This design comes from an exercise in tuning for small area, a short achievable clock period and few clock cycles on the open sky130 flow, not from production work.
The RTL was checked by simulation tests, not by an equivalence proof against the original design.
Power and IR drop assume default switching activity.

<file path="config.mk">
export PLATFORM = sky130hd
export DESIGN_NAME = cpu
export DESIGN_NICKNAME = cpu
export VERILOG_FILES = /design/flow/design.v
export SDC_FILE = /design/flow/constraint.sdc
export NUM_CORES = 4
export LEC_CHECK = 0
export CAP_MARGIN = 20
export CORE_MARGIN = 2
export CORE_UTILIZATION = 55
export SETUP_SLACK_MARGIN = 5
export SLEW_MARGIN = 20
export SYNTH_HIERARCHICAL = 1
export SYNTH_MINIMUM_KEEP_SIZE = 0
</file>
<file path="constraint.sdc">
create_clock -name core_clock -period 10.0 [get_ports {clk}]
set_input_delay 2.0000 -clock core_clock [delete_from_list [all_inputs] [get_ports {clk}]]
set_output_delay 2.0000 -clock core_clock [all_outputs]
set_load 0.01 [all_outputs]
</file>
<file path="design.v">
module alu(
    input wire [31:0]   opA,
                        opB,
    input wire [3:0]    S,     
    input wire          M,     
                        Cin,
    output reg [31:0]  DO,     
    output reg          C,     
                        V,     
                        N,     
                        Z      
);
    wire [5:0] control = {S, Cin, M};
    parameter   SET_ZERO = 6'b000010,
                NOR      = 6'b000110,
                NOTAND   = 6'b001010,
                NOT_A    = 6'b001110,
                ANDNOT   = 6'b010010,
                NOT_B    = 6'b010110,
                XOR      = 6'b011010,
                NAND     = 6'b011110,
                AND      = 6'b100010,
                XNOR     = 6'b100110,
                PASS_B   = 6'b101010,
                NOTOR    = 6'b101110,
                PASS_A   = 6'b110010,
                ORNOT    = 6'b110110,
                OR       = 6'b111010,
                SET_ONE  = 6'b111110,
                ADD      = 6'b100101,
                SUB      = 6'b011011;
    always @(*) begin
        case(control)
            SET_ZERO: {C,DO} = {1'b0, {32{1'b0}}};
            NOR:      {C,DO} = {1'b0, ~opA & ~opB};
            NOTAND:   {C,DO} = {1'b0, ~opA & opB};
            NOT_A:    {C,DO} = {1'b0, ~opA};
            ANDNOT:   {C,DO} = {1'b0, opA & ~opB};
            NOT_B:    {C,DO} = {1'b0, ~opB};
            XOR:      {C,DO} = {1'b0, opA ^ opB};
            NAND:     {C,DO} = {1'b0, ~(opA & opB)};
            AND:      {C,DO} = {1'b0, opA & opB};
            XNOR:     {C,DO} = {1'b0, ~(opA ^ opB)};
            PASS_B:   {C,DO} = {1'b0, opB};
            NOTOR:    {C,DO} = {1'b0, ~opA | opB};
            PASS_A:   {C,DO} = {1'b0, opA};
            ORNOT:    {C,DO} = {1'b0, opA | ~opB};
            OR:       {C,DO} = {1'b0, opA | opB};
            SET_ONE:  {C,DO} = {1'b0, {32{1'b1}}};
            ADD:      {C,DO} = opA + opB + Cin;
            SUB:      {C,DO} = opA + ~opB + Cin;
            default:  {C,DO} = {1'b0, {32{1'b0}}};
        endcase
    end
    always @(*) begin
        N = DO[31];
        Z = (DO == {32{1'b0}}) ? 1'b1 : 1'b0;
        V = {opA[31], opB[31], DO[31], M} == 4'b0010 || 
            {opA[31], opB[31], DO[31], M} == 4'b1100 ? 1'b1 : 1'b0;
    end
endmodule
module barrel_shifter (
    input  wire [31:0] data_in,
    input  wire [2:0]  shift_op,
    input  wire [4:0]  shift_cnt,
    output wire [31:0] data_out
);
    wire [31:0] lsr, lsl, ror, asr, asl;
    assign lsr = data_in >> shift_cnt;
    assign lsl = data_in << shift_cnt;
    assign ror = ((data_in >> shift_cnt) | (data_in << (6'd32 - shift_cnt)));
    assign asr = $signed(data_in) >>> shift_cnt;
    assign asl = lsl;
    assign data_out = (shift_op == 3'b000) ? data_in :
                      (shift_op == 3'b001) ? lsr     :
                      (shift_op == 3'b010) ? lsl     :
                      (shift_op == 3'b011) ? ror     :
                      (shift_op == 3'b100) ? asr     :
                      (shift_op == 3'b101) ? asl     :
                                             32'bx;
endmodule
module sel3(
    input  wire sa, a,
    input  wire sb, b,
    input  wire sc, c,
    output wire y
);
    assign y = (sa & a) | (sb & b) | (sc & c);
endmodule
module sel4(
    input  wire sa, a,
    input  wire sb, b,
    input  wire sc, c,
    input  wire sd, d,
    output wire y
);
    assign y = (sa & a) | (sb & b) | (sc & c) | (sd & d);
endmodule
module comparator(
    input  wire [31:0] A,
    input  wire [31:0] B,
    input  wire [2:0]  mode,    
    output reg  [31:0] result 
);
    localparam LT  = 3'b000;
    localparam LTU = 3'b001;
    localparam GE  = 3'b010;
    localparam GEU = 3'b011;
    localparam EQ  = 3'b100;
    localparam NEQ = 3'b101;
    wire lt_signed   = ($signed(A) < $signed(B));
    wire ge_signed   = ($signed(A) >= $signed(B));
    wire lt_unsigned = (A < B);
    wire ge_unsigned = (A >= B);
    wire eq          = (A == B);
    always @(*) begin
        case (mode)
            LT:   result = {31'b0, lt_signed};
            LTU:  result = {31'b0, lt_unsigned};
            GE:   result = {31'b0, ge_signed};
            GEU:  result = {31'b0, ge_unsigned};
            EQ:   result = {31'b0, eq};
            NEQ:  result = {31'b0, ~eq};
            default:  result = 32'b0;
        endcase
    end
endmodule
module forwarding(
    input wire [4:0]  rs1_addr_id,
    input wire [4:0]  rs2_addr_id,
    input wire [4:0]  rd_addr_ex,
    input wire [4:0]  rd_addr_mem,
    input wire        reg_write_en_ex,
    input wire        reg_write_en_mem,
    input wire [31:0] cal_result_ex,
    input wire [31:0] wb_data_mem,
    output reg [31:0] rs1_data_id,
    output reg [31:0] rs2_data_id,
    output reg        rs1_forward_en,
    output reg        rs2_forward_en
);
    wire [1:0] need_forward_rs1;
    wire [1:0] need_forward_rs2;
    wire rs1_match_ex  = reg_write_en_ex  && (rs1_addr_id != 5'd0) && (rd_addr_ex  != 5'd0) && (rs1_addr_id == rd_addr_ex);
    wire rs1_match_mem = reg_write_en_mem && (rs1_addr_id != 5'd0) && (rd_addr_mem != 5'd0) && (rs1_addr_id == rd_addr_mem);
    assign need_forward_rs1 = {rs1_match_mem, rs1_match_ex};
    wire rs2_match_ex  = reg_write_en_ex  && (rs2_addr_id != 5'd0) && (rd_addr_ex  != 5'd0) && (rs2_addr_id == rd_addr_ex);
    wire rs2_match_mem = reg_write_en_mem && (rs2_addr_id != 5'd0) && (rd_addr_mem != 5'd0) && (rs2_addr_id == rd_addr_mem);
    assign need_forward_rs2 = {rs2_match_mem, rs2_match_ex};
    always @(*) begin
        case (need_forward_rs1)
            2'b01: begin rs1_data_id = cal_result_ex; rs1_forward_en = 1'b1; end
            2'b10: begin rs1_data_id = wb_data_mem;   rs1_forward_en = 1'b1; end
            2'b11: begin rs1_data_id = cal_result_ex; rs1_forward_en = 1'b1; end
            default: begin rs1_data_id = 32'b0; rs1_forward_en = 1'b0; end
        endcase
    end
    always @(*) begin
        case (need_forward_rs2)
            2'b01: begin rs2_data_id = cal_result_ex; rs2_forward_en = 1'b1; end
            2'b10: begin rs2_data_id = wb_data_mem;   rs2_forward_en = 1'b1; end
            2'b11: begin rs2_data_id = cal_result_ex; rs2_forward_en = 1'b1; end
            default: begin rs2_data_id = 32'b0; rs2_forward_en = 1'b0; end
        endcase
    end
endmodule
module froze(
    input  wire        ex_is_load,
    input  wire [4:0]  rd_addr_ex,
    input  wire [4:0]  rs1_addr_id,
    input  wire [4:0]  rs2_addr_id,
    output wire        froze_if,
    output wire        froze_id,
    output wire        flush_en,
    output wire [31:0] nop_instr
);
    wire need_froze = ex_is_load && (rd_addr_ex != 5'd0) &&
                       ((rd_addr_ex == rs1_addr_id) || (rd_addr_ex == rs2_addr_id));
    assign froze_if   = need_froze;
    assign froze_id   = need_froze;
    assign flush_en = need_froze;
    assign nop_instr = 32'h00000013;
endmodule
module instruction_decoder(
    input  wire [31:0]  instruction,
    input  wire [31:0]  pc_count,
    output wire [4:0]   rd_addr,
    output wire [4:0]   rs1_addr,
    output wire [4:0]   rs2_addr,
    output reg  [31:0]  imm_value,
    output reg          use_alu,
    output reg          use_shifter,
    output reg          use_comparator,
    output reg          alu_src1,           
    output reg          alu_src2,           
    output reg  [5:0]   alu_mode,
    output reg  [2:0]   shifter_mode,
    output reg  [2:0]   comparator_mode,
    output reg          reg_write_en,
    output reg          mem_read_en,
    output reg          mem_write_en,
    output reg  [1:0]   mem_access_mode,    
    output reg          mem_read_signed,    
    output reg          is_bj               
);
wire [6:0] opcode = instruction[6:0];
wire [2:0] funct3 = instruction[14:12];
wire [6:0] funct7 = instruction[31:25];
wire [4:0] rd  = instruction[11:7];
wire [4:0] rs1 = instruction[19:15];
wire [4:0] rs2 = instruction[24:20];
wire [31:0] imm_i = {{20{instruction[31]}}, instruction[31:20]};
wire [31:0] imm_s = {{20{instruction[31]}}, instruction[31:25], instruction[11:7]};
wire [31:0] imm_b = {{19{instruction[31]}}, instruction[31], instruction[7], instruction[30:25], instruction[11:8], 1'b0};
wire [31:0] imm_u = {instruction[31:12], 12'b0};
wire [31:0] imm_j = {{11{instruction[31]}}, instruction[31], instruction[19:12], instruction[20], instruction[30:21], 1'b0};
wire R_TYPE      = (opcode == 7'b0110011);
wire I_TYPE_CALC = (opcode == 7'b0010011);
wire I_TYPE_LOAD = (opcode == 7'b0000011);
wire I_TYPE_JUMP = (opcode == 7'b1100111) && (funct3 == 3'b000);
wire I_TYPE_SYNC = (opcode == 7'b1110011);
wire I_TYPE_ENV  = (opcode == 7'b1110010) && instruction[31:20] != 12'b000000000000;
wire I_TYPE_CSR  = (opcode == 7'b1110011);
wire S_TYPE      = (opcode == 7'b0100011);
wire B_TYPE      = (opcode == 7'b1100011);
wire U_TYPE      = (opcode == 7'b0110111) || (opcode == 7'b0010111);
wire J_TYPE      = (opcode == 7'b1101111);
parameter ADD  = 10'b0000000000,   
          SUB  = 10'b0100000000,   
          OR   = 10'b0000000110,   
          AND  = 10'b0000000111,   
          XOR  = 10'b0000000100,   
          SLL  = 10'b0000000001,   
          SRL  = 10'b0000000101,   
          SRA  = 10'b0100000101,   
          SLT  = 10'b0000000010,   
          SLTU = 10'b0000000011;   
parameter ADDI = 3'b000,   
          ORI   = 3'b110,   
          ANDI  = 3'b111,   
          XORI  = 3'b100,   
          SLLI  = 7'b0000001,   
          SRLI  = 7'b0000101,   
          SRAI  = 7'b0100101,   
          SLTI  = 3'b010,   
          SLTIU = 3'b011,   
          LB   = 3'b000,   
          LH   = 3'b001,   
          LW   = 3'b010,   
          LBU  = 3'b100,   
          LHU  = 3'b101,   
          JALR  = 7'b0000000,   
          ECALL = 12'b000000000000,   
          EBREAK= 12'b000000000001,   
          FENCE = 3'b000,     
          FENCE_I = 3'b001,   
          CSRRW  = 3'b001,   
          CSRRS  = 3'b010,   
          CSRRC  = 3'b011,   
          CSRRWI = 3'b101,   
          CSRRSI = 3'b110,   
          CSRRCI = 3'b111;   
parameter SB  = 3'b000,   
          SH  = 3'b001,   
          SW  = 3'b010;   
parameter BEQ  = 3'b000,   
          BNE  = 3'b001,   
          BLT  = 3'b100,   
          BGE  = 3'b101,   
          BLTU = 3'b110,   
          BGEU = 3'b111;   
parameter LUI  = 7'b0110111,   
          AUIPC= 7'b0010111;   
parameter JAL  = 7'b1101111;   
assign rd_addr  = rd;
assign rs1_addr = rs1;
assign rs2_addr = rs2;
parameter   ALU_SET_ZERO = 6'b000010,
            ALU_NOR      = 6'b000110,
            ALU_NOTAND   = 6'b001010,
            ALU_NOT_A    = 6'b001110,
            ALU_ANDNOT   = 6'b010010,
            ALU_NOT_B    = 6'b010110,
            ALU_XOR      = 6'b011010,
            ALU_NAND     = 6'b011110,
            ALU_AND      = 6'b100010,
            ALU_XNOR     = 6'b100110,
            ALU_PASS_B   = 6'b101010,
            ALU_NOTOR    = 6'b101110,
            ALU_PASS_A   = 6'b110010,
            ALU_ORNOT    = 6'b110110,
            ALU_OR       = 6'b111010,
            ALU_SET_ONE  = 6'b111110,
            ALU_ADD      = 6'b100101,
            ALU_SUB      = 6'b011011;
parameter SHIFT_NOP = 3'b000,
          SHIFT_LSR = 3'b001,
          SHIFT_LSL = 3'b010,
          SHIFT_ROR = 3'b011,
          SHIFT_ASR = 3'b100,
          SHIFT_ASL = 3'b101;
parameter CMP_LT  = 3'b000,
          CMP_LTU = 3'b001,
          CMP_GE  = 3'b010,
          CMP_GEU = 3'b011,
          CMP_EQ  = 3'b100,
          CMP_NEQ = 3'b101;
always @(*) begin
    imm_value <= 32'b0;
    use_alu   <= 1'b0;
    use_shifter <= 1'b0;
    use_comparator <= 1'b0;
    alu_src1   <= 1'b0;
    alu_src2   <= 1'b0;
    alu_mode  <= ALU_SET_ZERO;
    shifter_mode <= SHIFT_NOP;
    comparator_mode <= 3'b000;
    reg_write_en <= 1'b0;
    mem_read_en  <= 1'b0;
    mem_write_en <= 1'b0;
    mem_access_mode <= 2'b00;
    mem_read_signed <= 1'b1;
    is_bj <= 1'b0;
    if(R_TYPE) begin
        reg_write_en <= 1'b1;
        alu_src2 <= 1'b0;  
        case({funct7, funct3})
            ADD: begin
                alu_mode <= ALU_ADD;
                use_alu  <= 1'b1;
            end 
            SUB: begin
                alu_mode <= ALU_SUB;
                use_alu  <= 1'b1;
            end
            OR: begin
                alu_mode <= ALU_OR;
                use_alu  <= 1'b1;
            end
            AND: begin
                alu_mode <= ALU_AND;
                use_alu  <= 1'b1;
            end
            XOR: begin
                alu_mode <= ALU_XOR;
                use_alu  <= 1'b1;
            end
            SLL: begin
                shifter_mode <= SHIFT_LSL;
                use_shifter  <= 1'b1;
            end
            SRL: begin
                shifter_mode <= SHIFT_LSR;
                use_shifter  <= 1'b1;
            end
            SRA: begin
                shifter_mode <= SHIFT_ASR;
                use_shifter  <= 1'b1;
            end
            SLT: begin
                comparator_mode <= CMP_LT;
                use_comparator <= 1'b1;
            end
            SLTU: begin
                comparator_mode <= CMP_LTU;
                use_comparator <= 1'b1;
            end
            default: ;
        endcase
    end else if(I_TYPE_CALC) begin
        reg_write_en <= 1'b1;
        alu_src2 <= 1'b1;  
        imm_value <= imm_i;
        case(funct3)
            ADDI: begin
                alu_mode <= ALU_ADD;
                use_alu  <= 1'b1;
            end
            ORI: begin
                alu_mode <= ALU_OR;
                use_alu  <= 1'b1;
            end
            ANDI: begin
                alu_mode <= ALU_AND;
                use_alu  <= 1'b1;
            end
            XORI: begin
                alu_mode <= ALU_XOR;
                use_alu  <= 1'b1;
            end
            SLTI: begin
                comparator_mode <= CMP_LT;
                use_comparator <= 1'b1;
            end
            SLTIU: begin
                comparator_mode <= CMP_LTU;
                use_comparator <= 1'b1;
            end
            3'b001: begin
                if({funct7, funct3} == {7'b0000000, 3'b001}) begin
                    shifter_mode <= SHIFT_LSL;
                    use_shifter  <= 1'b1;
                end
            end
            3'b101: begin
                if({funct7, funct3} == {7'b0000000, 3'b101}) begin
                    shifter_mode <= SHIFT_LSR;
                    use_shifter  <= 1'b1;
                end else if({funct7, funct3} == {7'b0100000, 3'b101}) begin
                    shifter_mode <= SHIFT_ASR;
                    use_shifter  <= 1'b1;
                end
            end
            default: ;
        endcase
    end else if(S_TYPE) begin
        use_alu <= 1'b1;
        alu_src2 <= 1'b1;  
        imm_value <= imm_s;
        alu_mode <= ALU_ADD;
        mem_write_en <= 1'b1;
        case(funct3)
            SB: mem_access_mode <= 2'b00;  
            SH: mem_access_mode <= 2'b01;  
            SW: mem_access_mode <= 2'b10;  
            default: ;
        endcase
    end else if(I_TYPE_LOAD) begin
        use_alu <= 1'b1;
        alu_src2 <= 1'b1;  
        imm_value <= imm_i;
        alu_mode <= ALU_ADD;
        mem_read_en <= 1'b1;
        reg_write_en <= 1'b1;
        case(funct3)
            LB: mem_access_mode <= 2'b00;
            LH: mem_access_mode <= 2'b01;
            LW: mem_access_mode <= 2'b10;
            LBU: begin
                mem_access_mode <= 2'b00;
                mem_read_signed <= 1'b0;
            end
            LHU: begin
                mem_access_mode <= 2'b01;
                mem_read_signed <= 1'b0;
            end
            default: ;
        endcase
    end else if(U_TYPE) begin
        case(opcode)
            LUI: begin
                reg_write_en <= 1'b1;
                imm_value <= imm_u;
                alu_src2 <= 1'b1;  
                alu_mode <= ALU_PASS_B;
                use_alu <= 1'b1;
            end
            AUIPC: begin
                reg_write_en <= 1'b1;
                imm_value <= imm_u;
                alu_src1 <= 1'b1;  
                alu_src2 <= 1'b1;  
                alu_mode <= ALU_ADD;
                use_alu <= 1'b1;
            end
            default: ; 
        endcase 
    end else if(J_TYPE) begin
        reg_write_en <= 1'b1;
        imm_value <= 32'd4;
        alu_src1 <= 1'b1;  
        alu_src2 <= 1'b1;  
        alu_mode <= ALU_ADD;
        use_alu <= 1'b1;
        is_bj <= 1'b1;
    end else if(I_TYPE_JUMP) begin
        reg_write_en <= 1'b1;
        imm_value <= 32'd4;
        alu_src1 <= 1'b1;  
        alu_src2 <= 1'b1;  
        alu_mode <= ALU_ADD;
        use_alu <= 1'b1;
        is_bj <= 1'b1;
    end else if(B_TYPE) begin
        use_comparator <= 1'b1;
        imm_value <= imm_b;
        is_bj <= 1'b1;
        case(funct3)
            BEQ: begin
                comparator_mode <= CMP_EQ;
            end
            BNE: begin
                comparator_mode <= CMP_NEQ;
            end
            BLT: begin
                comparator_mode <= CMP_LT;
            end
            BGE: begin
                comparator_mode <= CMP_GE;
            end
            BLTU: begin
                comparator_mode <= CMP_LTU;
            end
            BGEU: begin
                comparator_mode <= CMP_GEU;
            end
            default: ;
        endcase
    end
end
endmodule
module fetch_add(
    input  wire [9:0]  a,
    input  wire [9:0]  b,
    output wire [10:0] s
);
    assign s = {1'b0, a} + {1'b0, b};
endmodule
module rf_aoi222(input wire [2:0] s, input wire [2:0] d, output wire y_n);
    assign y_n = ~|(s & d);
endmodule
module rf_rdbit(input wire [31:1] sel, input wire [31:1] d, output wire y);
    wire [10:0] n;
    genvar j;
    generate
        for (j = 0; j < 10; j = j + 1) begin : g_a
            rf_aoi222 u(.s(sel[3*j+3:3*j+1]), .d(d[3*j+3:3*j+1]), .y_n(n[j]));
        end
    endgenerate
    assign n[10] = ~(sel[31] & d[31]);
    wire [2:0] g;
    rf_nand4 u_g0(.a(n[3:0]),  .y(g[0]));
    rf_nand4 u_g1(.a(n[7:4]),  .y(g[1]));
    rf_nand4 u_g2(.a({1'b1, n[10:8]}), .y(g[2]));
    rf_or3   u_o(.a(g), .y(y));
endmodule
module rf_nand4(input wire [3:0] a, output wire y);
    assign y = ~&a;
endmodule
module rf_or3(input wire [2:0] a, output wire y);
    assign y = |a;
endmodule
module reg_file(
    input  wire        clk,
    input  wire        rstn,
    input  wire        write_en,
    input  wire [4:0]  write_addr,
    input  wire [31:0] write_data,
    input  wire [4:0]  rd1_addr,
    input  wire [4:0]  rd2_addr,
    output wire [31:0] rd1_data,
    output wire [31:0] rd2_data
);
    wire [32*32-1:0] q_all;
    wire [31:0]      v_all;
    assign q_all[31:0] = 32'b0;
    assign v_all[0]    = 1'b0;
    genvar i;
    generate
        for (i = 1; i < 32; i = i + 1) begin : g_reg
            reg        valid;
            reg [31:0] q;
            wire       we = write_en && (write_addr == i);
            always @(posedge clk or negedge rstn)
                if (!rstn)
                    valid <= 1'b0;
                else if (we)
                    valid <= 1'b1;
            always @(posedge clk)
                if (we)
                    q <= write_data;
            assign q_all[32*i +: 32] = q;
            assign v_all[i] = valid;
        end
    endgenerate
    wire [31:1] sel1, sel2;
    genvar b;
    generate
        for (i = 1; i < 32; i = i + 1) begin : g_sel
            assign sel1[i] = v_all[i] & (rd1_addr == i);
            assign sel2[i] = v_all[i] & (rd2_addr == i);
        end
        for (b = 0; b < 32; b = b + 1) begin : g_bit
            wire [31:1] col;
            for (i = 1; i < 32; i = i + 1) begin : g_col
                assign col[i] = q_all[32*i + b];
            end
            rf_rdbit u_r1(.sel(sel1), .d(col), .y(rd1_data[b]));
            rf_rdbit u_r2(.sel(sel2), .d(col), .y(rd2_data[b]));
        end
    endgenerate
endmodule
module cpu(
    input  wire         clk,
    input  wire         rstn,
    output wire [31:0]  imem_addr,
    input  wire [31:0]  imem_rdata,
    output wire [31:0]  dmem_addr,
    output wire         dmem_we,
    output wire [1:0]   dmem_mode,    
    output wire [31:0]  dmem_wdata,
    input  wire [31:0]  dmem_rdata
);
    reg  [11:2] fpc;         
    reg         id_v;
    reg  [31:0] id_ir;
    reg  [31:2] id_pc;       
    reg         id_pred;     
    reg  [11:2] id_tlo;      
    reg         id_tc;       
    reg  [7:0]  id_offh;     
    reg         ex_v;
    reg  [31:0] ex_a, ex_b, ex_sd;
    reg  [31:2] ex_alt;
    reg  [4:0]  ex_rd;
    reg         ex_wr, ex_load, ex_store, ex_br, ex_jalr, ex_pred;
    reg  [2:0]  ex_f3;
    reg         ex_sub, ex_sel_sum, ex_sel_lt, ex_sel_xor, ex_sel_or, ex_sel_and;
    reg         ex_sel_sll, ex_sel_sr, ex_sra, ex_link;
    reg  [31:0] mem_res, mem_sd;
    reg  [4:0]  mem_rd;
    reg         mem_wr, mem_load, mem_store;
    reg  [2:0]  mem_f3;
    reg  [31:0] wb_raw;
    reg  [1:0]  wb_lo;
    reg  [2:0]  wb_f3;
    reg  [4:0]  wb_rd;
    reg         wb_wr;
    assign imem_addr = {20'b0, fpc, 2'b00};
    reg [31:0] wb_val;
    always @(*) begin : align
        reg [7:0]  by;
        reg [15:0] hw;
        case (wb_lo)
            2'b00:   by = wb_raw[7:0];
            2'b01:   by = wb_raw[15:8];
            2'b10:   by = wb_raw[23:16];
            default: by = wb_raw[31:24];
        endcase
        hw = wb_lo[1] ? wb_raw[31:16] : wb_raw[15:0];
        case (wb_f3[1:0])
            2'b00:   wb_val = {{24{~wb_f3[2] & by[7]}}, by};
            2'b01:   wb_val = {{16{~wb_f3[2] & hw[15]}}, hw};
            default: wb_val = wb_raw;
        endcase
    end
    wire [4:0] rs1 = id_ir[19:15];
    wire [4:0] rs2 = id_ir[24:20];
    wire [4:0] rd  = id_ir[11:7];
    wire [2:0] f3  = id_ir[14:12];
    wire d_jal   = id_ir[3];
    wire d_jalr  = id_ir[6] & ~id_ir[3] &  id_ir[2];
    wire d_br    = id_ir[6] & ~id_ir[2];
    wire d_u     = ~id_ir[6] & id_ir[2];
    wire d_lui   = d_u &  id_ir[5];
    wire d_auipc = d_u & ~id_ir[5];
    wire d_load  = ~id_ir[6] & ~id_ir[5] & ~id_ir[4];
    wire d_store = ~id_ir[6] &  id_ir[5] & ~id_ir[4] & ~id_ir[2];
    wire d_alu   = ~id_ir[6] &  id_ir[4] & ~id_ir[2];       
    wire d_op    = d_alu & id_ir[5];
    wire use_rs1 = ~d_u & ~d_jal;
    wire use_rs2 = d_br | d_store | d_op;
    wire reg_we  = ~d_br & ~d_store & (rd != 5'd0);
    wire [31:0] imm_i = {{20{id_ir[31]}}, id_ir[31:20]};
    wire [31:0] imm_s = {{20{id_ir[31]}}, id_ir[31:25], id_ir[11:7]};
    wire [31:0] imm_b = {{19{id_ir[31]}}, id_ir[31], id_ir[7], id_ir[30:25], id_ir[11:8], 1'b0};
    wire [31:0] imm_u = {id_ir[31:12], 12'b0};
    wire [31:0] imm_j = {{11{id_ir[31]}}, id_ir[31], id_ir[19:12], id_ir[20], id_ir[30:21], 1'b0};
    wire [31:0] rf1, rf2;
    reg_file u_rf(
        .clk(clk), .rstn(rstn),
        .write_en(wb_wr), .write_addr(wb_rd), .write_data(wb_val),
        .rd1_addr(rs1), .rd2_addr(rs2),
        .rd1_data(rf1), .rd2_data(rf2)
    );
    wire m1 = mem_wr & (mem_rd == rs1);
    wire m2 = mem_wr & (mem_rd == rs2);
    wire w1 = wb_wr  & (wb_rd  == rs1);
    wire w2 = wb_wr  & (wb_rd  == rs2);
    wire e1 = ex_v & ex_wr & (ex_rd == rs1);
    wire e2 = ex_v & ex_wr & (ex_rd == rs2);
    wire stall = id_v & ((use_rs1 & ((e1 & ex_load) | (m1 & mem_load))) |
                         (use_rs2 & ((e2 & ex_load) | (m2 & mem_load))));
    wire [31:0] A = ex_a;
    wire [31:0] B = ex_b;
    wire [31:0] S = ex_sd;
    wire [31:0] Bx = B ^ {32{ex_sub}};
    wire [32:0] sum33 = {A, 1'b1} + {Bx, ex_sub};
    wire [31:0] sum = sum33[32:1];
    wire        ltu = A < B;
    wire        lt  = $signed(A) < $signed(B);
    wire        eq  = (A == B);
    wire [31:0] a_rev;
    genvar gi;
    generate
        for (gi = 0; gi < 32; gi = gi + 1) begin : g_rev
            assign a_rev[gi] = A[31-gi];
        end
    endgenerate
    wire [31:0] sh_in = ex_sel_sll ? a_rev : A;
    wire [32:0] sh_x  = {ex_sra & A[31], sh_in};
    wire [32:0] sh_r  = $signed(sh_x) >>> B[4:0];
    wire [31:0] sh_o  = sh_r[31:0];
    wire [31:0] sh_rev;
    generate
        for (gi = 0; gi < 32; gi = gi + 1) begin : g_rev2
            assign sh_rev[gi] = sh_o[31-gi];
        end
    endgenerate
    wire [31:0] ex_oth = ({32{ex_sel_lt}}  & {31'b0, ex_f3[0] ? ltu : lt}) |
                         ({32{ex_sel_xor}} & (A ^ B)) |
                         ({32{ex_sel_or}}  & (A | B)) |
                         ({32{ex_sel_and}} & (A & B)) |
                         ({32{ex_sel_sll}} & sh_rev) |
                         ({32{ex_sel_sr}}  & sh_o) |
                         ({32{ex_link}}    & {ex_alt, 2'b00});
    wire [31:0] ex_res = ({32{ex_sel_sum}} & sum) | ex_oth;
    wire br_cond  = ex_f3[2] ? (ex_f3[1] ? ltu : lt) : eq;
    wire br_taken = br_cond ^ ex_f3[0];
    wire ex_redirect = ex_v & (ex_jalr | (ex_br & (br_taken ^ ex_pred)));
    reg  r_redir, r_jalr;
    always @(posedge clk or negedge rstn) begin
        if (!rstn)
            r_redir <= 1'b0;
        else
            r_redir <= ex_redirect;
    end
    always @(posedge clk)
        r_jalr <= ex_jalr;
    wire [31:2] r_target = r_jalr ? mem_sd[31:2] : mem_res[31:2];
    wire [11:0] jalr_lo = ex_a[11:0] + ex_b[11:0];
    wire [11:2] ex_ftarget = ex_jalr ? jalr_lo[11:2] : ex_alt[11:2];
    wire [31:0] f_ir    = imem_rdata;
    wire        f_jal   = f_ir[3];
    wire        f_br    = f_ir[6] & ~f_ir[2];
    wire        f_pred  = f_jal | (f_br & f_ir[31]);        
    wire [10:0] f_tb, f_tj;
    fetch_add u_fab(.a(fpc), .b({f_ir[7], f_ir[30:25], f_ir[11:9]}), .s(f_tb));
    fetch_add u_faj(.a(fpc), .b({f_ir[20], f_ir[30:22]}), .s(f_tj));
    wire [10:0] f_t     = f_jal ? f_tj : f_tb;
    always @(posedge clk or negedge rstn) begin
        if (!rstn)
            fpc <= 10'b0;
        else if (ex_redirect)
            fpc <= ex_ftarget;
        else if (stall)
            fpc <= fpc;
        else if (f_pred)
            fpc <= f_t[9:0];
        else
            fpc <= fpc + 10'd1;
    end
    wire [31:2] id_link = id_pc + 30'd1;
    wire [20:0] id_thi  = {id_pc[31:12], 1'b1} + {{12{id_ir[31]}}, id_offh, id_tc};
    wire [31:2] id_tgt  = {id_thi[20:1], id_tlo};
    wire        id_taken = d_jal | id_pred;
    always @(posedge clk or negedge rstn) begin
        if (!rstn)
            id_pc <= 30'b0;
        else if (r_redir)
            id_pc <= r_target;
        else if (id_v & ~stall)
            id_pc <= id_taken ? id_tgt : id_link;
    end
    always @(posedge clk or negedge rstn) begin
        if (!rstn)
            id_v <= 1'b0;
        else if (ex_redirect)
            id_v <= 1'b0;
        else if (!stall)
            id_v <= 1'b1;
    end
    always @(posedge clk) begin
        if (!stall) begin
            id_ir   <= imem_rdata;
            id_pred <= f_br & f_pred;
            id_tlo  <= f_t[9:0];
            id_tc   <= f_t[10];
            id_offh <= f_jal ? f_ir[19:12] : {8{f_ir[31]}};
        end
    end
    always @(posedge clk or negedge rstn) begin
        if (!rstn)
            ex_v <= 1'b0;
        else
            ex_v <= id_v & ~stall & ~ex_redirect;
    end
    wire        a_rs  = ~d_u;
    wire        b_rs  = d_op | d_br;
    wire        a_ex  = e1 & a_rs;
    wire        a_rf  = ~e1 & a_rs & ~m1 & ~w1;
    wire        a_o   = ~a_ex & ~a_rf;
    wire [31:0] a_oth = (a_rs & m1) ? mem_res : (a_rs & w1) ? wb_val :
                        d_auipc ? {id_pc, 2'b00} : 32'b0;
    wire        b_ex  = e2 & b_rs;
    wire        b_rf  = ~e2 & b_rs & ~m2 & ~w2;
    wire        b_o   = ~b_ex & ~b_rf;
    wire [31:0] b_oth = (b_rs & m2) ? mem_res : (b_rs & w2) ? wb_val :
                        d_store ? imm_s : d_u ? imm_u : imm_i;
    wire        s_rf  = ~e2 & ~m2 & ~w2;
    wire        s_o   = ~e2 & ~s_rf;
    wire [31:0] s_oth = m2 ? mem_res : wb_val;
    wire [31:0] ex_a_d, ex_b_d, ex_sd_d;
    genvar gk;
    generate
        for (gk = 0; gk < 32; gk = gk + 1) begin : g_opsel
            sel4 u_a(.sa(a_ex & ex_sel_sum), .a(sum[gk]), .sb(a_ex), .b(ex_oth[gk]),
                     .sc(a_rf), .c(rf1[gk]), .sd(a_o), .d(a_oth[gk]), .y(ex_a_d[gk]));
            sel4 u_b(.sa(b_ex & ex_sel_sum), .a(sum[gk]), .sb(b_ex), .b(ex_oth[gk]),
                     .sc(b_rf), .c(rf2[gk]), .sd(b_o), .d(b_oth[gk]), .y(ex_b_d[gk]));
            sel4 u_s(.sa(e2 & ex_sel_sum),   .a(sum[gk]), .sb(e2),   .b(ex_oth[gk]),
                     .sc(s_rf), .c(rf2[gk]), .sd(s_o), .d(s_oth[gk]), .y(ex_sd_d[gk]));
        end
    endgenerate
    wire alu_f3_0 = d_alu & (f3 == 3'b000);
    always @(posedge clk) begin
        ex_a     <= ex_a_d;
        ex_b     <= ex_b_d;
        ex_sd    <= ex_sd_d;
        ex_alt   <= (d_br & ~id_pred) ? id_tgt : id_link;
        ex_rd    <= rd;
        ex_wr    <= reg_we;
        ex_load  <= d_load;
        ex_store <= d_store;
        ex_br    <= d_br;
        ex_jalr  <= d_jalr;
        ex_pred  <= id_pred;
        ex_f3    <= f3;
        ex_sub   <= (d_op & id_ir[30] & (f3 == 3'b000)) | (d_alu & (f3[2:1] == 2'b01)) | d_br;
        ex_sel_sum <= alu_f3_0 | d_load | d_store | d_u;
        ex_sel_lt  <= d_alu & (f3[2:1] == 2'b01);
        ex_sel_xor <= d_alu & (f3 == 3'b100);
        ex_sel_or  <= d_alu & (f3 == 3'b110);
        ex_sel_and <= d_alu & (f3 == 3'b111);
        ex_sel_sll <= d_alu & (f3 == 3'b001);
        ex_sel_sr  <= d_alu & (f3 == 3'b101);
        ex_sra     <= id_ir[30];
        ex_link    <= d_jal | d_jalr | d_br;      
    end
    always @(posedge clk or negedge rstn) begin
        if (!rstn) begin
            mem_wr    <= 1'b0;
            mem_store <= 1'b0;
        end else begin
            mem_wr    <= ex_v & ex_wr;
            mem_store <= ex_v & ex_store;
        end
    end
    always @(posedge clk) begin
        mem_res  <= ex_res;
        mem_sd   <= ex_jalr ? {sum[31:2], 2'b00} : S;
        mem_rd   <= ex_rd;
        mem_load <= ex_load;
        mem_f3   <= ex_f3;
    end
    assign dmem_addr  = mem_res;
    assign dmem_we    = mem_store;
    assign dmem_mode  = mem_f3[1:0];
    assign dmem_wdata = mem_sd;
    always @(posedge clk or negedge rstn) begin
        if (!rstn)
            wb_wr <= 1'b0;
        else
            wb_wr <= mem_wr;
    end
    always @(posedge clk) begin
        wb_raw <= mem_load ? dmem_rdata : mem_res;
        wb_lo  <= mem_res[1:0];
        wb_f3  <= mem_load ? mem_f3 : 3'b010;
        wb_rd  <= mem_rd;
    end
endmodule
</file>
<file path="flow/run.sh">
#!/bin/bash
# The standard layout (standard.sh, unchanged synthesis), with:
# - buf_2 port buffers;
# - clock tree sink clusters of up to 30 flip-flops within 60 um, and no
#   dummy loads.
# Each ORFS step writes its own log under orfs/logs/; make's output goes to flow.log.
set -o pipefail
bash standard.sh SETUP_SLACK_MARGIN=6.5 MATCH_CELL_FOOTPRINT=0 \
    "BUFFER_PORTS_ARGS=-buffer_cell sky130_fd_sc_hd__buf_2" \
    "CTS_ARGS=-sink_clustering_enable -repair_clock_nets -sink_clustering_size 30 -sink_clustering_max_diameter 60 -dont_use_dummy_load" \
    finish > flow.log 2>&1
</file>
<file path="standard.sh">
#!/bin/bash
# synth_recipe.tcl (not shown) runs the flow's synth.tcl, then flattens the netlist and writes it again
# the make line also repeats each setting of config.mk as NAME=value (left out here)
make -C /OpenROAD-flow-scripts/flow DESIGN_CONFIG=/design/flow/config.mk WORK_HOME=/design/flow/orfs CLKGATE_MAP_FILE= SYNTH_SCRIPT=/design/flow/synth_recipe.tcl "${@:-finish}"
</file>
==> summary.md, run 1 <==
• overall die area: 123000 µm²
• Worst Reg2Reg Path Length in Cells: 9
• maximum VDD drop: 0.177 mV
• IO buf count: 140
• depth of the worst hold-timing path: 0
• top-level port count: 165
• Synth top area share: 47.4%
• height of the die: 350 µm
• Period minus WS final: 3960 ps
• CTS tree: done
• vias post-DR: 57.0k
• final-layout setup total negative slack: 0 ps
• clock root buffer master: sky130_fd_sc_hd__clkbuf_16
• total number of placement rows: 127
• data required time at the worst endpoint: 10520 ps
• number of filler instances in the final layout: 9431
• register area: 38600 µm²
• most area-hungry cell type in the Yosys netlist: sky130_fd_sc_hd__edfxtp_1
• Final setup viols: 0
• cell area after technology mapping: 66000 µm²
• Initial DRC Count: 12.6k
• Post-CTS Hold Buffers: 0
• nature of the critical path startpoint: flop
• pins over their slew limit: 0
• relative slew slack: 7.53%
• fraction of registers with async set or reset after synthesis: 5.56%
• Clock Path Buffers: 3
• cell at the slowest stage of the critical path: sky130_fd_sc_hd__a22oi_2
• Critical Path Stages: 9
• result of the run: timing/DRC/antenna clean
• kind of cell adding the most delay to the critical path: simple AND/OR/NAND/NOR gates
• post-DR wirelength/cell: 41.8 µm
• number of flops mapped to enable cells by yosys: 1042
• Avg Inst Size Synth: 12.5 µm²
• Num Clock Sinks: 1385
• count of buffer and inverter cells on the critical path: 3
• clock tree skew after final layout: 117 ps
• vias in the first global route: 50.6k
• insertion delay of the later-clocked pin in the worst-skew pair: 810 ps
• share of synthesized area occupied by flip-flops and latches: 58.4%
• Max Freq: 253 MHz
• total core area: 119000 µm²
• share of final-layout standard cells stronger than drive strength 1: 18.4%
• antenna violations before repair: 17
• maximum number of pins on one net before global-route repair: 79
• initial cell density of the core: 55.2%
• depth of the CTS H-tree: 3
• most used cell, CP: sky130_fd_sc_hd__buf_4
• number of optimization iterations in the first detailed-route pass: 13
• total DRC errors in the routed layout: 0
• cells taking the most area after synthesis: sky130_fd_sc_hd__edfxtp_1 47%, sky130_fd_sc_hd__a222oi_1 9.8%, sky130_fd_sc_hd__dfxtp_1 8.1%, sky130_fd_sc_hd__ha_1 3.2%, sky130_fd_sc_hd__dfrtp_1 2.9%
• combined global-route utilization of all metal layers: 45.6%
• gate count after technology mapping: 5271
• post-detail-place hpwl: 182000 µm
• setup repair after global routing missed its margin: true
• flip-flop cell with the highest count after synthesis: sky130_fd_sc_hd__edfxtp_1
• hold_ws: 350 ps
• wire length of the first global-routing pass: 388000 µm
• Routed Wire Length: 304000 µm
• overall overflow remaining after global route: 0
• x dimension of the die: 350 µm
• maximum fanout encountered on the critical timing path: 28
• crit path kind: flop to flop
• count of unique library cells instantiated by Yosys: 91
• placer's final routability congestion estimate: 1.07
• yosys warns: 8
• arrival time of the worst setup path: 4480 ps
• type of element capturing the critical path: flop
• ordered list of cells on the worst path: buf_12, buf_4, xor2_1, nor4_4, and2_4, nor2_2, buf_4, a22oi_2, nand2_1
• clock buffer count from CTS: 110
• Final nets: 5880
• remaining antenna violation count: 0
• Hold Vio Cnt, Final: 0
• Avg Vias per Cell: 7.84
• class of the tightest hold or removal check: flop to flop
• clock transition time at the flip-flop clock pins of the worst setup and hold paths: 70 ps
• area growth from synthesis to final layout: 14.4%
• number of max-cap violations: 0
• number of synthesized register bits: 1385
• final period utilization: 39.6%
• area taken by multi-input logic gates: 27700 µm²
• Cell Pwr Density: 236 nW/µm²
• actual transition at the worst max-transition pin: 1380 ps
• reported leakage power: 26.5 nW
• Max stage delay on crit path: 910 ps
## registers in the layout, indices dropped and copies added (netlist names), 2 cells and up
signal	cells
u_rf.g.valid	31
id_pc	30
wb_lo	2
fpc	10
ex_b	32
wb_rd	5
ex_sd	32
ex_alt	30
id_offh	8
wb_raw	32
ex_f3	3
ex_a	32
mem_sd	32
mem_f3	3
u_rf.g.q	992
mem_rd	5
id_tlo	10
id_ir	30
mem_res	32
ex_rd	5
wb_f3	3
## per-stage QoR
| stage | worst slack, ps | instances | power (mW) | area [µm²] | util [%] |
|---|---|---|---|---|---|
| after floorplan | 5680 | 5292 | 10.7 | 66200 | - |
| after global placement | 5440 | 6991 | 13.2 | 69500 | 58.2 |
| after detailed placement | 5450 | 6991 | 13.2 | 69500 | 58.2 |
| after CTS | 6370 | 7128 | 17.2 | 73000 | 61.1 |
| after global routing | 6240 | 7254 | 18.1 | 75400 | 63.1 |
| final | 6040 | 7269 | 17.8 | 75500 | 63.2 |
## synth_stat cells (42+ instances only)
cell type	instances
sky130_fd_sc_hd__a21o_1	56
sky130_fd_sc_hd__a21oi_1	222
sky130_fd_sc_hd__a221o_1	42
sky130_fd_sc_hd__a222oi_1	649
sky130_fd_sc_hd__a22oi_1	223
sky130_fd_sc_hd__and3_1	80
sky130_fd_sc_hd__clkbuf_1	141
sky130_fd_sc_hd__conb_1	65
sky130_fd_sc_hd__dfrtp_1	77
sky130_fd_sc_hd__dfxtp_1	266
sky130_fd_sc_hd__edfxtp_1	1042
sky130_fd_sc_hd__ha_1	168
sky130_fd_sc_hd__inv_1	129
sky130_fd_sc_hd__mux2_2	111
sky130_fd_sc_hd__mux2i_1	49
sky130_fd_sc_hd__nand2_1	486
sky130_fd_sc_hd__nand3_1	48
sky130_fd_sc_hd__nand4_1	207
sky130_fd_sc_hd__nor2_1	219
sky130_fd_sc_hd__o21ai_0	178
sky130_fd_sc_hd__o21bai_1	44
sky130_fd_sc_hd__or3_1	72
sky130_fd_sc_hd__xnor2_1	84
sky130_fd_sc_hd__xor2_1	81
## layout make-up
class,instances,share of cell area (%)
tap,1612,2.67
multi-input combinational,3582,36.7
inverter,133,0.688
clock buffer,110,3.65
timing repair buffer,427,5.00
antenna,16,0.0531
sequential,1385,51.2
timing repair inverter,4,0.0265
## per-module statistics from Yosys (local to each module, per instance), excerpt
module / cell area, µm² / times used / cells inside / flip-flops and latches
cpu: 23100 / 1 / 2649 / 362
reg_file: 31700 / 1 / 1208 / 1023
rf_or3: 6.26 / 64 / 1 / 0
sel4: 18.8 / 96 / 3 / 0
fetch_add: 427 / 2 / 51 / 0
rf_rdbit: 7.51 / 64 / 2 / 0
## repair_timing
| item | 4_1_cts | 5_1_grt |
|---|---|---|
| gates cloned | 5 | 32 |
| pin swaps | 31 | 134 |
| gates resized for setup | 154 | 282 |
| setup buffers | 22 | 91 |
| endpoints found under the setup margin | 330 | 364 |
## power breakdown
group	internal, mW	leakage [nW]	total, mW	switching (mW)
Sequential	7.32	12.6	8.34	1.03
Combinational	1.82	12.6	5.58	3.76
Clock	1.92	1.36	3.89	1.97
## cells in the final DEF, fill, tap and decap left out, types with 44 or more instances in the layout
cell                           n
sky130_fd_sc_hd__conb_1       86
sky130_fd_sc_hd__mux2i_1      49
sky130_fd_sc_hd__nand2_1     482
sky130_fd_sc_hd__mux2_2      107
sky130_fd_sc_hd__a21oi_1     207
sky130_fd_sc_hd__a222oi_1    649
sky130_fd_sc_hd__xor2_1       77
sky130_fd_sc_hd__nand4_1     207
sky130_fd_sc_hd__xnor2_1      76
sky130_fd_sc_hd__ha_1        157
sky130_fd_sc_hd__o21ai_0     163
sky130_fd_sc_hd__clkbuf_16   127
sky130_fd_sc_hd__dfrtp_1      72
sky130_fd_sc_hd__or3_1        44
sky130_fd_sc_hd__inv_1       124
sky130_fd_sc_hd__nand3_1      48
sky130_fd_sc_hd__o21bai_1     44
sky130_fd_sc_hd__buf_4       207
sky130_fd_sc_hd__a21o_1       56
sky130_fd_sc_hd__nor2_1      177
sky130_fd_sc_hd__edfxtp_1   1042
sky130_fd_sc_hd__dfxtp_1     213
sky130_fd_sc_hd__a22oi_1     189
sky130_fd_sc_hd__buf_2       137
## kinds of logic after synthesis
logic type	share of synthesized area (%)
compound gates	20.2
buf+inv	2.19
fa+ha+maj	3.28
other cells	0.370
flops	58.4
xor+xnor	2.19
mux	3.80
simple gates	9.59
## routing by layer
layer / global-route usage, % / vias up / part of all wire [%] / wire length [µm]
met2: 67.0 / 5233 / 42 / 126000
met5: 1.84 / - / 0.16 / 479
met4: 36.7 / 26 / 11 / 32400
met3: 13.6 / 1290 / 15 / 47100
li1: - / 22614 / - / -
met1: 55.8 / 27859 / 32 / 97600
## worst paths after layout
check	startpoint	end	slack (ps)
hold / removal	ex_load	mem_load	350
hold reg to reg	ex_load	mem_load	350
max in group asynchronous	rstn	u_rf.g_reg[2].valid	7490
setup reg to reg	id_ir[15]	ex_a[16]	6040
setup / recovery	id_ir[15]	ex_a[16]	6040
min in group asynchronous	rstn	fpc[5]	1190
Testbench counts, summed over its fixed seeds: cycles 42,196.
==> run 2: changes to the inputs <==
--- a/design.v
+++ b/design.v
@@ -738,17 +738,25 @@
     fetch_add u_fab(.a(fpc), .b({f_ir[7], f_ir[30:25], f_ir[11:9]}), .s(f_tb));
     fetch_add u_faj(.a(fpc), .b({f_ir[20], f_ir[30:22]}), .s(f_tj));
     wire [10:0] f_t     = f_jal ? f_tj : f_tb;
+    wire [9:0]  fpc_inc = fpc + 10'd1;
+    wire        s_ex    = ex_redirect;
+    wire        s_hold  = ~ex_redirect & stall;
+    wire        s_tj    = ~ex_redirect & ~stall & f_pred & f_jal;
+    wire        s_tb    = ~ex_redirect & ~stall & f_pred & ~f_jal;
+    wire        s_inc   = ~ex_redirect & ~stall & ~f_pred;
+    wire [9:0]  fpc_oth = ({10{s_ex}} & ex_ftarget) | ({10{s_hold}} & fpc) | ({10{s_inc}} & fpc_inc);
+    wire [9:0]  fpc_d;
+    genvar gf;
+    generate
+        for (gf = 0; gf < 10; gf = gf + 1) begin : g_fpc
+            sel3 u_f(.sa(s_tj), .a(f_tj[gf]), .sb(s_tb), .b(f_tb[gf]), .sc(1'b1), .c(fpc_oth[gf]), .y(fpc_d[gf]));
+        end
+    endgenerate
     always @(posedge clk or negedge rstn) begin
         if (!rstn)
             fpc <= 10'b0;
-        else if (ex_redirect)
-            fpc <= ex_ftarget;
-        else if (stall)
-            fpc <= fpc;
-        else if (f_pred)
-            fpc <= f_t[9:0];
         else
-            fpc <= fpc + 10'd1;
+            fpc <= fpc_d;
     end
     wire [31:2] id_link = id_pc + 30'd1;
     wire [20:0] id_thi  = {id_pc[31:12], 1'b1} + {{12{id_ir[31]}}, id_offh, id_tc};
==> run 2 against run 1 <==
Synthesized cell count barely moved. Non-clock buffer count is 11 lower. Flip-flop and latch count stayed put. Clock skew rose by 17 ps. Fmax increased by 1.4%. Sequential power decreased by 2%. Total power decreased by 2.0%. Design area shrank 0.60%. Hold slack gained 9.2 ps. Sequential share of layout area up 0.36 points. Die area increased by 0.32%. Critical endpoint is now fpc[10].
==> summary.md, run 2 <==
• total DRC errors in the routed layout: 0, unchanged
• vias post-DR: 56.1k, -1.6%
• class of the tightest hold or removal check: flop to flop
• hold wc startpoint: ex_load
• most frequent cell after synthesis: sky130_fd_sc_hd__edfxtp_1
• type of element capturing the critical path: flop
• Post-CTS Hold Buffers: 0, unchanged
• number of filler instances in the final layout: 9382, -0.52%
• final period utilization: 39.0%, -0.55 points
• x dimension of the die: 351 µm, +0.16%
• placer's final routability congestion estimate: 1.08, +0.42%
• IO buf count: 140, unchanged
• RR Startpoint: ex_a[31]
• gate count after technology mapping: 5273, +0.038%
• M2 GR Usage: 66.4%, -0.55 points
• result of the run: timing/DRC/antenna clean
• Num Clock Sinks: 1385, unchanged
• maximum VDD drop: 0.199 mV, +12%
• Max Freq: 256 MHz, +1.4%
• combined global-route utilization of all metal layers: 45.2%, -0.35 points
• reported leakage power: 26.5 nW, about the same
• total number of placement rows: 127, unchanged
• remaining antenna violation count: 0, unchanged
• Hold Vio Cnt, Final: 0, unchanged
• yosys warns: 8, unchanged
• number of max-cap violations: 0, unchanged
• post-DR wirelength/cell: 39.9 µm, -4.6%
• share of final-layout standard cells stronger than drive strength 1: 17.8%, -0.61 points
• pins over their slew limit: 0, unchanged
• overall overflow remaining after global route: 0, unchanged
• count of unique library cells instantiated by Yosys: 100, +9.9%
• vias in the first global route: 51.7k, +2.2%
• maximum fanout encountered on the critical timing path: 10, -64%
• most frequent cells after synthesis: 1042 x sky130_fd_sc_hd__edfxtp_1, 659 x sky130_fd_sc_hd__a222oi_1, 441 x sky130_fd_sc_hd__nand2_1
• number of cells in the finished layout apart from fillers: 7249, -0.28%
• number of synthesized register bits: 1385, unchanged
• Synth top area share: 47.3%, -0.15 points
• hold_ws: 359 ps, +9.22 ps
• relative slew slack: 23.7%, +16 points
• nature of the critical path startpoint: flop
• Period minus WS final: 3900 ps, -55.2 ps
• number of flops mapped to enable cells by yosys: 1042, unchanged
• clock root buffer master: sky130_fd_sc_hd__clkbuf_16
• grt met3 use: 13.4%, -0.18 points
• final-layout setup total negative slack: 0 ps, unchanged
• top register by number of flip-flops: u_rf.g.q
• clock transition time at the flip-flop clock pins of the worst setup and hold paths: 100 ps, +30 ps
• Clock Path Buffers: 3, unchanged
• Final nets: 5864, -0.27%
• maximum number of pins on one net before global-route repair: 79, unchanged
• Initial DRC Count: 12.6k, -0.37%
• insertion delay of the later-clocked pin in the worst-skew pair: 780 ps, -30 ps
• area growth from synthesis to final layout: 13.3%
• global routing met1 resource utilization: 56.3%, +0.50 points
• total core area: 120000 µm², +0.13%
• post-detail-place hpwl: 177000 µm, -3.0%
• height of the die: 351 µm, +0.16%
• worst setup path startpoint: ex_a[31]
• data required time at the worst endpoint: 10560 ps, +40 ps
• Routed Wire Length: 289000 µm, -4.9%
• cells taking the most area after synthesis: sky130_fd_sc_hd__edfxtp_1 47%, sky130_fd_sc_hd__a222oi_1 10%, sky130_fd_sc_hd__dfxtp_1 8.0%, sky130_fd_sc_hd__ha_1 3.2%, sky130_fd_sc_hd__dfrtp_1 2.9%
• overall die area: 123000 µm², +0.32%
• actual transition at the worst max-transition pin: 1140 ps, -235 ps
• Avg Vias per Cell: 7.74, -1.3%
• share of synthesized area occupied by flip-flops and latches: 58.2%, -0.19 points
• clock tree skew after final layout: 134 ps, +16.5 ps
• antenna violations before repair: 17, unchanged
• most area-hungry cell type in the Yosys netlist: sky130_fd_sc_hd__edfxtp_1
• number of optimization iterations in the first detailed-route pass: 14, +1
• depth of the CTS H-tree: 3, unchanged
• CTS tree: done
• placed cell count: 7033, +0.60%
• Top Usage Layer GRT: met2
• Final setup viols: 0, unchanged
• flip-flop cell with the highest count after synthesis: sky130_fd_sc_hd__edfxtp_1
• Avg Inst Size Synth: 12.6 µm², +0.29%
• fraction of registers with async set or reset after synthesis: 5.56%, unchanged
• most frequent cells in the layout: 1042 x sky130_fd_sc_hd__edfxtp_1, 659 x sky130_fd_sc_hd__a222oi_1, 439 x sky130_fd_sc_hd__nand2_1
• clock buffer count from CTS: 109, -0.91%
• setup repair after global routing missed its margin: true
• wire length of the first global-routing pass: 390000 µm, +0.44%
• initial cell density of the core: 55.3%, +0.11 points
• arrival time of the worst setup path: 4460 ps, -20 ps
• top-level port count: 165, unchanged
• crit path kind: flop to flop
• cell area after technology mapping: 66200 µm², +0.32%
• Cell Pwr Density: 233 nW/µm², -1.4%
• max FFs per register: 992, unchanged
• most common cell after layout, fill and taps aside: sky130_fd_sc_hd__edfxtp_1
run 2: worst max-delay path, cell delays in order (launching register included):
cell	delay, ps
sky130_fd_sc_hd__dfxtp_4	420
sky130_fd_sc_hd__inv_1	90
sky130_fd_sc_hd__ha_4	290
sky130_fd_sc_hd__nor4_4	270
sky130_fd_sc_hd__nand4_1	230
sky130_fd_sc_hd__or4b_4	610
sky130_fd_sc_hd__nor4_4	330
sky130_fd_sc_hd__or2_4	220
sky130_fd_sc_hd__o2111ai_4	120
sky130_fd_sc_hd__nor3b_4	240
sky130_fd_sc_hd__buf_4	160
sky130_fd_sc_hd__nor2_4	60
sky130_fd_sc_hd__and3_2	310
sky130_fd_sc_hd__a222oi_1	340
sky130_fd_sc_hd__inv_1	70
run 2: power by group:
group	switching [mW]	internal, mW
clock	1.94	1.90
combinational	3.59	1.82
sequential	0.888	7.31
run 2: cell type report:
cell class | count | area, µm² | share of cell area [%]
diodes | 12 | 30.0 | 0.0400
clock buffers | 109 | 2730 | 3.64
inverters | 157 | 637 | 0.849
multi-input cells | 3557 | 27600 | 36.8
flip-flops and latches | 1385 | 38700 | 51.6
well taps | 1612 | 2020 | 2.69
repair buffers | 416 | 3290 | 4.39
repair inverters | 1 | 5.00 | 0.00667
run 2: stage by stage:
step / setup WS (ps) / total power, mW / instance area (µm²) / util (%)
after floorplan: 6390 / 10.7 / 66500 / -
after global placement: 5270 / 13.0 / 70100 / 58.6
after detailed placement: 5190 / 13.1 / 70100 / 58.6
after CTS: 6130 / 17.0 / 73800 / 61.7
after global routing: 6030 / 17.9 / 75000 / 62.7
final: 6100 / 17.5 / 75000 / 62.7
run 2: final timing paths:
check,to,slack (ps),cells past startpoint
min in group asynchronous,u_rf.g_reg[9].valid,1150,1
worst min register to register,mem_load,360,0
max in group asynchronous,id_pc[28],7370,2
worst min-delay path,mem_load,360,0
worst max-delay path,fpc[10],6100,14
worst max register to register,fpc[10],6100,14
run 2: modules after synthesis (local to each module, per instance):
module	cells inside	area (µm²)	copies in the design
reg_file	1208	31700	1
cpu	2621	23100	1
fetch_add	56	444	2
sel4	3	18.8	96
sel3	2	13.8	10
rf_aoi222	1	10.0	640
rf_rdbit	2	7.51	64
rf_nand4	1	6.26	192
rf_or3	1	6.26	64
run 2: cell families (layout without fill, tap and decap cells):
logic type                 Yosys count  count (layout)  synth area share [%]
AOI/OAI and AO/OA                 1686            1686                  20.6
xor gates and xnor gates           155             155                  2.05
adders and majority gates          171             171                  3.27
buffers and inverters              363             683                  2.24
DFF                               1385            1385                  58.2
muxes                              187             187                  3.69
other                               66             108                 0.374
and+or+nand+nor                   1260            1262                  9.59
run 2: what timing repair did:
action                                  in CTS  in global routing
resized for setup                          125                174
pin swaps                                   27                 72
endpoints found under the setup margin     171                393
setup buffers                               50                 31
cloned                                       2                 10
run 2: routing by layer:
metal  up-vias  part of all wire, %
met3      1118                   14
li1      22618                    -
met5         -                0.080
met2      4959                   43
met4        14                  9.3
met1     27421                   34
Testbench counts of run 2, summed over its fixed seeds: cycles 42,196.

-- separate check: timing with driven ports --
How much do the figures lean on ideal ports? The routed layouts below were timed once more, with nothing changed but the port constraints.
Step 1 (the two cells are an assumption about what drives the block):
set clk [get_ports {clk}]
set_driving_cell -lib_cell sky130_fd_sc_hd__clkbuf_16 $clk
set_driving_cell -lib_cell sky130_fd_sc_hd__buf_2 [delete_from_list [all_inputs] $clk]
Step 2 moves the port delays by t, midway between the first and last clock arrival at a register: inputs arrive t later, outputs are due t later. That takes back most of the time a late clock gives input paths.
Slacks: no drivers / after step 1 / after step 2; pairs: no drivers / after step 1.
run	shift t [ns]	slack for setup (ns)	clock arrival spread, ns	worst data-port slew with drivers (ns)
run 1	0.821	6.044 / 6.044 / 5.583	0.138 / 0.138	0.06
run 2	0.794	6.099 / 6.099 / 5.971	0.138 / 0.138	0.05
After both steps every run listed still meets setup and hold. The setup slack of run 1, which loses most, moves by 0.000 ns with the drivers and by -0.461 ns with both steps.
